Background: an optimization exercise with open tools, aiming at small area, a short achievable clock period and few clock cycles per item. Do not read the settings as production practice. Power is estimated from default activity; no workload was simulated.

run B:
## grn_farm
module grn_farm #(
	parameter VECTOR_SIZE = 69,
	parameter LS          = 2,          
	parameter LK          = 1,          
	parameter G           = 6,          
	parameter CL          = 4           
) (
	input  logic                   clk,
	input  logic                   rst,
	input  logic                   in_valid,
	input  logic [VECTOR_SIZE-1:0] in_conf,
	output logic                   in_ready,
	output logic                   out_valid,
	output logic [VECTOR_SIZE-1:0] out_conf,
	output logic [31:0]            out_transient,
	output logic [31:0]            out_length
);
make LEC_CHECK=0 CAP_MARGIN=20 CORE_MARGIN=2 CORE_UTILIZATION=45 CTS_CLUSTER_DIAMETER=80 CTS_CLUSTER_SIZE=25 PLACE_DENSITY=0.6 SETUP_SLACK_MARGIN=3.0 SLEW_MARGIN=20 finish   # period 5.0 ns
run.sh (not shown) runs the stock make flow with config.mk's settings and CLKGATE_MAP_FILE= SYNTH_SCRIPT=/design/flow/synth_recipe.tcl, a recipe that flattens the netlist after the stock synthesis.
Both conditions hold for run B: the flow ran to the end and the final layout passed the timing, DRC and antenna checks.
> inputs changed (run B -> run E)
diff --git a/flow/config.mk b/flow/config.mk
--- a/flow/config.mk
+++ b/flow/config.mk
@@ -12,4 +12,4 @@
 export CTS_CLUSTER_SIZE = 25
 export PLACE_DENSITY = 0.6
-export SETUP_SLACK_MARGIN = 3.0
+export SETUP_SLACK_MARGIN = 2.9
 export SLEW_MARGIN = 20
[summary]
Result for run B and run E: all clean
Diff run B -> run E: average detailed-routed wire length per instance rose by about 0.8%; sequential power stayed essentially flat; count of clock buffers in the final design fell by 3.
[run E] global routing usage summed across all routing layers rose 0.22 points relative to run B
A cell with the biggest individual delay on the critical path of dfxtp_4 is what run B shows, while a2111oi_2 belongs to run E.
Of the two values seen for capturing instance or port of the critical path, E[1][1] was produced by run E and in_ready by run B.
Of run B and run E, the lower design area belongs to run E.
No functional check of the RTL was part of any run of this note.

* * *

The RTL this note starts from:
==> flow/design.v <==
module grn_step (input logic [68:0] v, output logic [68:0] y);
assign y[0] = v[40];
assign y[1] = v[40] & ~ v[32];
assign y[2] = v[35] & ~ (v[36] | v[6]);
assign y[3] = ((v[50] | v[33]) & v[36]) & ~ v[2];
assign y[4] = ~ (v[20] & 0);
assign y[5] = (v[48] | v[31]) & ~ (v[33] | v[36]);
assign y[6] = (v[7] | v[8]) & ~ v[21];
assign y[7] = v[17] & ~ (v[10] | v[32]);
assign y[8] = v[13] & ~ (v[21] | v[32]);
assign y[9] = v[46] & ~ v[47];
assign y[10] = v[31];
assign y[11] = v[42] & v[52];
assign y[12] = (v[4] | v[48] | v[26]) & ~ v[20];
assign y[13] = v[30];
assign y[14] = v[34];
assign y[15] = v[28];
assign y[16] = v[64];
assign y[17] = v[52] | v[16];
assign y[18] = v[15];
assign y[19] = v[59];
assign y[20] = ~ (v[14] | v[2]);
assign y[21] = (v[31] | v[48]) & ~ v[43];
assign y[22] = ~ v[23];
assign y[23] = (v[2] | (v[42] & v[52]));
assign y[24] = v[19] & ~ v[49];
assign y[25] = v[1] | v[29];
assign y[26] = ((v[4] | v[15]) & v[25]) & ~ v[20];
assign y[27] = (v[33] & v[2]) & ~ (v[20] | v[0]);
assign y[28] = v[38] | v[40];
assign y[29] = v[9] | v[51] | v[52];
assign y[30] = (v[3] | v[50] | v[9]) & ~ v[5];
assign y[31] = ~ v[22];
assign y[32] = (v[33] | v[44]) & ~ (v[20] | v[6]);
assign y[33] = (v[37] | v[25] | v[0]) & ~ v[27];
assign y[34] = v[11];
assign y[35] = (v[14] | v[39]) & ~ v[37];
assign y[36] = v[9] & ~ v[2];
assign y[37] = v[33] & ~ (v[31] | v[26]);
assign y[38] = v[9] | v[39];
assign y[39] = v[14] | v[19];
assign y[40] = v[52] & ~ v[41];
assign y[41] = v[31] | v[48];
assign y[42] = v[47];
assign y[43] = v[30];
assign y[44] = v[51] & ~ v[26];
assign y[45] = v[44] | v[31];
assign y[46] = v[33] | v[17];
assign y[47] = v[15] | v[52];
assign y[48] = v[24];
assign y[49] = v[48];
assign y[50] = v[7] & ~ v[5];
assign y[51] = v[57] & ~ v[45];
assign y[52] = v[54];
assign y[53] = (v[62] | v[65]) & ~ v[59];
assign y[54] = v[58];
assign y[55] = v[60] & ~ (v[63] | v[57]);
assign y[56] = (v[61] | v[63]) & ~ (v[62] | v[57] | v[60]);
assign y[57] = v[53];
assign y[58] = (v[63] | v[66]) & ~ v[62];
assign y[59] = v[58] | v[65] | v[31];
assign y[60] = v[65] | v[55];
assign y[61] = v[65] | v[58];
assign y[62] = v[53] | v[55];
assign y[63] = v[56] | v[64];
assign y[64] = v[63] & ~ v[57];
assign y[65] = (v[66] | v[54]) & ~ v[62];
assign y[66] = v[31];
assign y[67] = (v[18] & v[12]) & ~ (v[32] | v[6]);
assign y[68] = v[6];
endmodule
module grn_farm #(
	parameter VECTOR_SIZE = 69,
	parameter LS          = 2,          
	parameter LK          = 1           
) (
	input  logic                   clk,
	input  logic                   rst,
	input  logic                   in_valid,
	input  logic [VECTOR_SIZE-1:0] in_conf,
	output logic                   in_ready,
	output logic                   out_valid,
	output logic [VECTOR_SIZE-1:0] out_conf,
	output logic [31:0]            out_transient,
	output logic [31:0]            out_length
);
localparam int S  = 1 << LS;
localparam int K  = 1 << LK;
localparam int LU = LS + LK;
localparam int CW = 32 - LU;
localparam logic [1:0] P_EMPTY = 2'd0;
localparam logic [1:0] P_ONE   = 2'd1;     
localparam logic [1:0] P_TWO   = 2'd2;     
localparam logic [1:0] P_DONE  = 2'd3;
logic [1:0]             ph [S];
logic [VECTOR_SIZE-1:0] A  [S];
logic [VECTOR_SIZE-1:0] B  [S];
logic [VECTOR_SIZE-1:0] C  [S];
logic [CW-1:0]          c1 [S];
logic [CW-1:0]          c2 [S];
logic [LU-1:0]          u1 [S];
logic [LU-1:0]          dd [S];     
logic                   bw [S];     
logic                   fresh;      
logic [1:0]             ph_n [S];
logic [VECTOR_SIZE-1:0] A_n  [S];
logic [VECTOR_SIZE-1:0] B_n  [S];
logic [LU-1:0]          u1_n [S];
logic [LU-1:0]          dd_n [S];
logic                   bw_n [S];
genvar s, q;
generate
	for (s = 0; s < S; s = s + 1) begin : gen_stage
		logic [VECTOR_SIZE-1:0] a  [K+1];
		logic [VECTOR_SIZE-1:0] b  [K+1];
		logic [VECTOR_SIZE-1:0] bh [K];
		logic [K-1:0]           meet;
		assign a[0] = A[s];
		assign b[0] = B[s];
		for (q = 0; q < K; q = q + 1) begin : gen_sub
			grn_step step_a  (.v(a[q]),  .y(a[q+1]));
			grn_step step_b1 (.v(b[q]),  .y(bh[q]));
			grn_step step_b2 (.v(bh[q]), .y(b[q+1]));
			if (s == 0 && q == 0) begin : g_first
				assign meet[q] = (a[q] == b[q]) && !fresh;
			end else begin : g_rest
				assign meet[q] = (a[q] == b[q]);
			end
		end
		assign A_n[s] = a[K];
		assign B_n[s] = b[K];
		always_comb begin
			logic [1:0] p;
			p       = ph[s];
			u1_n[s] = u1[s];
			dd_n[s] = dd[s];
			bw_n[s] = bw[s];
			for (int k = 0; k < K; k = k + 1) begin
				if (meet[k] && p == P_TWO) begin
					p       = P_DONE;
					dd_n[s] = LU'(K*s + k) - u1_n[s];
					bw_n[s] = LU'(K*s + k) < u1_n[s];
				end
				if (meet[k] && p == P_ONE) begin
					p       = P_TWO;
					u1_n[s] = LU'(K*s + k);
				end
			end
			ph_n[s] = p;
		end
		if (s < S - 1) begin : g_pass
			always_ff @(posedge clk) begin
				if (rst) ph[s+1] <= P_EMPTY;
				else     ph[s+1] <= ph_n[s];
				A[s+1]  <= A_n[s];
				B[s+1]  <= B_n[s];
				C[s+1]  <= C[s];
				if (s == 0) begin
					c1[s+1] <= c1[s] + CW'(ph[s] == P_ONE && !fresh);
					c2[s+1] <= c2[s] + CW'(ph[s] == P_TWO);
				end else begin
					c1[s+1] <= c1[s];
					c2[s+1] <= c2[s];
				end
				u1[s+1] <= u1_n[s];
				dd[s+1] <= dd_n[s];
				bw[s+1] <= bw_n[s];
			end
		end
	end
endgenerate
logic free;
assign in_ready = free;
always_ff @(posedge clk) begin
	if (rst) begin
		free      <= 1'b1;
		ph[0]     <= P_EMPTY;
		out_valid <= 1'b0;
	end else begin
		free      <= (ph_n[S-2] == P_EMPTY) || (ph_n[S-2] == P_DONE);
		ph[0]     <= free ? (in_valid ? P_ONE : P_EMPTY) : ph_n[S-1];
		out_valid <= (ph[S-1] == P_DONE);
	end
	fresh <= free;
	if (free) begin
		A[0]  <= in_conf;
		B[0]  <= in_conf;
		C[0]  <= in_conf;
		c1[0] <= '0;
		c2[0] <= '0;
	end else begin
		A[0]  <= A_n[S-1];
		B[0]  <= B_n[S-1];
		C[0]  <= C[S-1];
		c1[0] <= c1[S-1];
		c2[0] <= c2[S-1];
	end
	u1[0] <= u1_n[S-1];
	dd[0] <= dd_n[S-1];
	bw[0] <= bw_n[S-1];
	out_conf      <= C[S-1];
	out_transient <= {c1[S-1], u1[S-1]};
	out_length    <= {c2[S-1] - CW'(bw[S-1]), dd[S-1]};
end
endmodule
clock: 5.0 ns
lec_check: 0
cap_margin: 20
core_margin: 2
core_utilization: 45
place_density: 0.6
setup_slack_margin: 2.5
slew_margin: 20
Then changed:
ABC_CLOCK_PERIOD_IN_PS = 1500   (was default)
CTS_CLUSTER_DIAMETER = 80   (was default)
CTS_CLUSTER_SIZE = 25   (was default)
What happened: Hold slack gains 20 ps; worst setup slack is worse by 35 ps; count of clock-buffer cells in the layout drops by 91; wire length went down by 0.85%; non-clock buffer count decreases by 16; via count fell by 1.3%; synthesized area is unchanged; register-to-register slack loses 40 ps.
No functional check of the RTL was part of any run of this note.

* * *

Setup of rev 12:
Another version of the RTL of grn_farm (not shown whole).
For scale: ~1100 flip-flops, about 210 I/O pins, roughly 42000 um^2 of cells after synthesis.
export LEC_CHECK = 0
export CAP_MARGIN = 20
export CORE_MARGIN = 2
export CORE_UTILIZATION = 50
export CTS_CLUSTER_DIAMETER = 80
export CTS_CLUSTER_SIZE = 25
export PLACE_DENSITY = 0.65
export SETUP_SLACK_MARGIN = 2.9
export SLEW_MARGIN = 20
create_clock -name core_clock -period 5.0 [get_ports {clk}]
In summary, rev 12 completed successfully, with a layout that passed the timing, DRC and antenna checks.
--- input diff rev 12..rev 13 ---
- swapping 50 for 45 in CORE_UTILIZATION
- swapping 0.65 for 0.6 in PLACE_DENSITY
Notes after the runs:
Standard cell with the maximum stage delay on the critical path: sky130_fd_sc_hd__dfxtp_2 -> rev 13, sky130_fd_sc_hd__o21bai_1 -> rev 12
The initial standard-cell utilization of the core in rev 13 sits 5.2 points below the value recorded for rev 12.
Between rev 12 and rev 13, actual slew at the worst max-slew pin is lower for rev 12, rev 13 comes in above that.
Going from rev 12 to rev 13, post-layout instance area increased by 0.30% relative to the old numbers; part of the total power dissipated in the clock network increased by 0.6 points relative to the old numbers.
Compared with rev 12, rev 13 shows a lower number of gates on the worst path with buffers counted.
Compared to rev 12, the routing of rev 13 uses more wire.
| length of routed wiring on met1 | higher: rev 13 |
Fmax is higher on rev 13
No functional check of the RTL was part of any run of this note.

==> separate check: timing with driven ports <==
In the flow no input, the clock included, has a driving cell. The finished layouts below were timed again as built, in two steps.
Step 1 sets driving cells, clkbuf_16 on the clock port and buf_2 on the other inputs (assumed; they add their load-dependent delay and slew).
Step 2 adds t to the input delays and takes it off the output delays; t is the mean of the earliest and latest rising clock arrival at the registers after step 1. Input paths then give back, and output paths get back, about the clock's delay inside the block.
Slacks: ideal / step 1 / step 2; pairs: ideal / step 1.
| run | t, ns | setup WS [ns] | clock arrival spread, ns |
|---|---|---|---|
| run B | 0.776 | 2.790 / 2.714 / 2.482 | 0.043 / 0.043 |
| run E | 0.748 | 2.768 / 2.715 / 2.476 | 0.045 / 0.045 |
| the first run of note 2 | 0.798 | 2.030 / 2.030 / 2.030 | 0.058 / 0.058 |
| the second run of note 2 | 0.778 | 1.995 / 1.995 / 1.995 | 0.067 / 0.068 |
| rev 12 | 0.771 | 2.772 / 2.706 / 2.304 | 0.038 / 0.038 |
| rev 13 | 0.786 | 2.798 / 2.716 / 2.430 | 0.053 / 0.053 |
After both steps setup and hold are still met in every run listed. For rev 12, which loses most, drivers alone change the setup slack by -0.066 ns; drivers and shift together by -0.468 ns.
